Background: an optimization exercise with open tools, aiming at small area and a short achievable clock period. Do not read the settings as production practice.
In this exercise RTL edits were held to simulation tests only and were not proved equivalent to the original.

orange:
## fpa_with_regisers
module fpa_with_regisers (clk, reset, en, inputA, inputB, result, OF);
Size in the first run: ~95 flip-flops, about 100 I/O pins, ~11000 sq um of cells after synthesis.
Settings: LEC_CHECK=0, ABC_AREA=1, CAP_MARGIN=20, CORE_MARGIN=2, CORE_UTILIZATION=30, SLEW_MARGIN=20, SYNTH_HIERARCHICAL=1; clock period 11.0 ns.
standard.sh (not shown) runs the stock make flow with config.mk's settings and CLKGATE_MAP_FILE= SYNTH_SCRIPT=/design/flow/synth_recipe.tcl, a recipe that flattens the netlist after the stock synthesis.
==> flow/flow/run.sh <==
#!/bin/bash
# Layout flow: the standard ORFS flow (standard.sh), with these settings changed:
#  - no full/half-adder cell extraction in synthesis (ABC maps the arithmetic);
#  - repair_timing aims for a setup slack margin of 6.0 ns, which matches the
#    period this design can reach rather than the design's much longer clock
#    period (the SDC and clock period are the standard flow's own);
#  - the delay cells (clkdlybuf4s*, dlygate*, dlymetal*) and a few weak cells (so ABC
#    takes buf_2 as its driving cell) are added to
#    the platform's don't-use list, so that port buffers and repair use real buffers.
# The make output goes to standard.log; ORFS keeps each step's log under orfs/logs.
set -uo pipefail
DONT_USE="sky130_fd_sc_hd__probe_p_8 sky130_fd_sc_hd__probec_p_8 sky130_fd_sc_hd__lpflow_bleeder_1 sky130_fd_sc_hd__lpflow_clkbufkapwr_1 sky130_fd_sc_hd__lpflow_clkbufkapwr_16 sky130_fd_sc_hd__lpflow_clkbufkapwr_2 sky130_fd_sc_hd__lpflow_clkbufkapwr_4 sky130_fd_sc_hd__lpflow_clkbufkapwr_8 sky130_fd_sc_hd__lpflow_clkinvkapwr_1 sky130_fd_sc_hd__lpflow_clkinvkapwr_16 sky130_fd_sc_hd__lpflow_clkinvkapwr_2 sky130_fd_sc_hd__lpflow_clkinvkapwr_4 sky130_fd_sc_hd__lpflow_clkinvkapwr_8 sky130_fd_sc_hd__lpflow_decapkapwr_12 sky130_fd_sc_hd__lpflow_decapkapwr_3 sky130_fd_sc_hd__lpflow_decapkapwr_4 sky130_fd_sc_hd__lpflow_decapkapwr_6 sky130_fd_sc_hd__lpflow_decapkapwr_8 sky130_fd_sc_hd__lpflow_inputiso0n_1 sky130_fd_sc_hd__lpflow_inputiso0p_1 sky130_fd_sc_hd__lpflow_inputiso1n_1 sky130_fd_sc_hd__lpflow_inputiso1p_1 sky130_fd_sc_hd__lpflow_inputisolatch_1 sky130_fd_sc_hd__lpflow_isobufsrc_1 sky130_fd_sc_hd__lpflow_isobufsrc_16 sky130_fd_sc_hd__lpflow_isobufsrc_2 sky130_fd_sc_hd__lpflow_isobufsrc_4 sky130_fd_sc_hd__lpflow_isobufsrc_8 sky130_fd_sc_hd__lpflow_isobufsrckapwr_16 sky130_fd_sc_hd__lpflow_lsbuf_lh_hl_isowell_tap_1 sky130_fd_sc_hd__lpflow_lsbuf_lh_hl_isowell_tap_2 sky130_fd_sc_hd__lpflow_lsbuf_lh_hl_isowell_tap_4 sky130_fd_sc_hd__lpflow_lsbuf_lh_isowell_4 sky130_fd_sc_hd__lpflow_lsbuf_lh_isowell_tap_1 sky130_fd_sc_hd__lpflow_lsbuf_lh_isowell_tap_2 sky130_fd_sc_hd__lpflow_lsbuf_lh_isowell_tap_4 sky130_fd_sc_hd__clkdlybuf4s15_1 sky130_fd_sc_hd__clkdlybuf4s15_2 sky130_fd_sc_hd__clkdlybuf4s18_1 sky130_fd_sc_hd__clkdlybuf4s18_2 sky130_fd_sc_hd__clkdlybuf4s25_1 sky130_fd_sc_hd__clkdlybuf4s25_2 sky130_fd_sc_hd__clkdlybuf4s50_1 sky130_fd_sc_hd__clkdlybuf4s50_2 sky130_fd_sc_hd__dlygate4sd1_1 sky130_fd_sc_hd__dlygate4sd2_1 sky130_fd_sc_hd__dlygate4sd3_1 sky130_fd_sc_hd__dlymetal6s2s_1 sky130_fd_sc_hd__dlymetal6s4s_1 sky130_fd_sc_hd__dlymetal6s6s_1 sky130_fd_sc_hd__a2111oi_0 sky130_fd_sc_hd__a21boi_0 sky130_fd_sc_hd__and2_0 sky130_fd_sc_hd__o21ai_0 sky130_fd_sc_hd__o311ai_0 sky130_fd_sc_hd__or2_0 sky130_fd_sc_hd__buf_1 sky130_fd_sc_hd__clkbuf_1"
bash standard.sh ADDER_MAP_FILE= ABC_DRIVER_CELL=sky130_fd_sc_hd__buf_2 SETUP_SLACK_MARGIN=6.0 "DONT_USE_CELLS=$DONT_USE" finish > standard.log 2>&1
orange closes out successfully: all stages finished, all timing, DRC and antenna checks passed.
Input changes introduced in blue (baseline for comparison: orange):
--- a/flow/flow/run.sh
+++ b/flow/flow/run.sh
@@ -6,4 +6,3 @@
 #    period (the SDC and clock period are the standard flow's own);
-#  - the delay cells (clkdlybuf4s*, dlygate*, dlymetal*) and a few weak cells (so ABC
-#    takes buf_2 as its driving cell) are added to
+#  - the delay cells (clkdlybuf4s*, dlygate*, dlymetal*) and a few weak cells are added to
 #    the platform's don't-use list, so that port buffers and repair use real buffers.
@@ -12,2 +11,2 @@
 DONT_USE="sky130_fd_sc_hd__probe_p_8 sky130_fd_sc_hd__probec_p_8 sky130_fd_sc_hd__lpflow_bleeder_1 sky130_fd_sc_hd__lpflow_clkbufkapwr_1 sky130_fd_sc_hd__lpflow_clkbufkapwr_16 sky130_fd_sc_hd__lpflow_clkbufkapwr_2 sky130_fd_sc_hd__lpflow_clkbufkapwr_4 sky130_fd_sc_hd__lpflow_clkbufkapwr_8 sky130_fd_sc_hd__lpflow_clkinvkapwr_1 sky130_fd_sc_hd__lpflow_clkinvkapwr_16 sky130_fd_sc_hd__lpflow_clkinvkapwr_2 sky130_fd_sc_hd__lpflow_clkinvkapwr_4 sky130_fd_sc_hd__lpflow_clkinvkapwr_8 sky130_fd_sc_hd__lpflow_decapkapwr_12 sky130_fd_sc_hd__lpflow_decapkapwr_3 sky130_fd_sc_hd__lpflow_decapkapwr_4 sky130_fd_sc_hd__lpflow_decapkapwr_6 sky130_fd_sc_hd__lpflow_decapkapwr_8 sky130_fd_sc_hd__lpflow_inputiso0n_1 sky130_fd_sc_hd__lpflow_inputiso0p_1 sky130_fd_sc_hd__lpflow_inputiso1n_1 sky130_fd_sc_hd__lpflow_inputiso1p_1 sky130_fd_sc_hd__lpflow_inputisolatch_1 sky130_fd_sc_hd__lpflow_isobufsrc_1 sky130_fd_sc_hd__lpflow_isobufsrc_16 sky130_fd_sc_hd__lpflow_isobufsrc_2 sky130_fd_sc_hd__lpflow_isobufsrc_4 sky130_fd_sc_hd__lpflow_isobufsrc_8 sky130_fd_sc_hd__lpflow_isobufsrckapwr_16 sky130_fd_sc_hd__lpflow_lsbuf_lh_hl_isowell_tap_1 sky130_fd_sc_hd__lpflow_lsbuf_lh_hl_isowell_tap_2 sky130_fd_sc_hd__lpflow_lsbuf_lh_hl_isowell_tap_4 sky130_fd_sc_hd__lpflow_lsbuf_lh_isowell_4 sky130_fd_sc_hd__lpflow_lsbuf_lh_isowell_tap_1 sky130_fd_sc_hd__lpflow_lsbuf_lh_isowell_tap_2 sky130_fd_sc_hd__lpflow_lsbuf_lh_isowell_tap_4 sky130_fd_sc_hd__clkdlybuf4s15_1 sky130_fd_sc_hd__clkdlybuf4s15_2 sky130_fd_sc_hd__clkdlybuf4s18_1 sky130_fd_sc_hd__clkdlybuf4s18_2 sky130_fd_sc_hd__clkdlybuf4s25_1 sky130_fd_sc_hd__clkdlybuf4s25_2 sky130_fd_sc_hd__clkdlybuf4s50_1 sky130_fd_sc_hd__clkdlybuf4s50_2 sky130_fd_sc_hd__dlygate4sd1_1 sky130_fd_sc_hd__dlygate4sd2_1 sky130_fd_sc_hd__dlygate4sd3_1 sky130_fd_sc_hd__dlymetal6s2s_1 sky130_fd_sc_hd__dlymetal6s4s_1 sky130_fd_sc_hd__dlymetal6s6s_1 sky130_fd_sc_hd__a2111oi_0 sky130_fd_sc_hd__a21boi_0 sky130_fd_sc_hd__and2_0 sky130_fd_sc_hd__o21ai_0 sky130_fd_sc_hd__o311ai_0 sky130_fd_sc_hd__or2_0 sky130_fd_sc_hd__buf_1 sky130_fd_sc_hd__clkbuf_1"
-bash standard.sh ADDER_MAP_FILE= ABC_DRIVER_CELL=sky130_fd_sc_hd__buf_2 SETUP_SLACK_MARGIN=6.0 "DONT_USE_CELLS=$DONT_USE" finish > standard.log 2>&1
+bash standard.sh ADDER_MAP_FILE= SETUP_SLACK_MARGIN=6.0 "DONT_USE_CELLS=$DONT_USE" finish > standard.log 2>&1
What ended blue was a tool error in synthesis; the run never finished.

## separate check: timing with driven ports
In the flow no input, the clock included, has a driving cell. The finished layout below was timed again as built, in two steps. Step 1: set_driving_cell puts a clkbuf_16 on clk and a buf_2 on each other input, an assumption about the parent block. Step 2 times the ports against the registers' clock, not the clock port: input delays grow and output delays shrink by t, the midpoint of the rising clock arrivals with the driver on. a / b / c = no drivers / after step 1 / after step 2; a / b = the first two.
run: orange
shift t [ns]: 0.406
setup WS [ns]: 6.237 / 6.210 / 5.858
worst register clock-pin slew, ns: 0.08 / 0.08
After both steps setup and hold are still met in orange. The setup slack of orange moves by -0.027 ns with the drivers and by -0.379 ns with both steps.
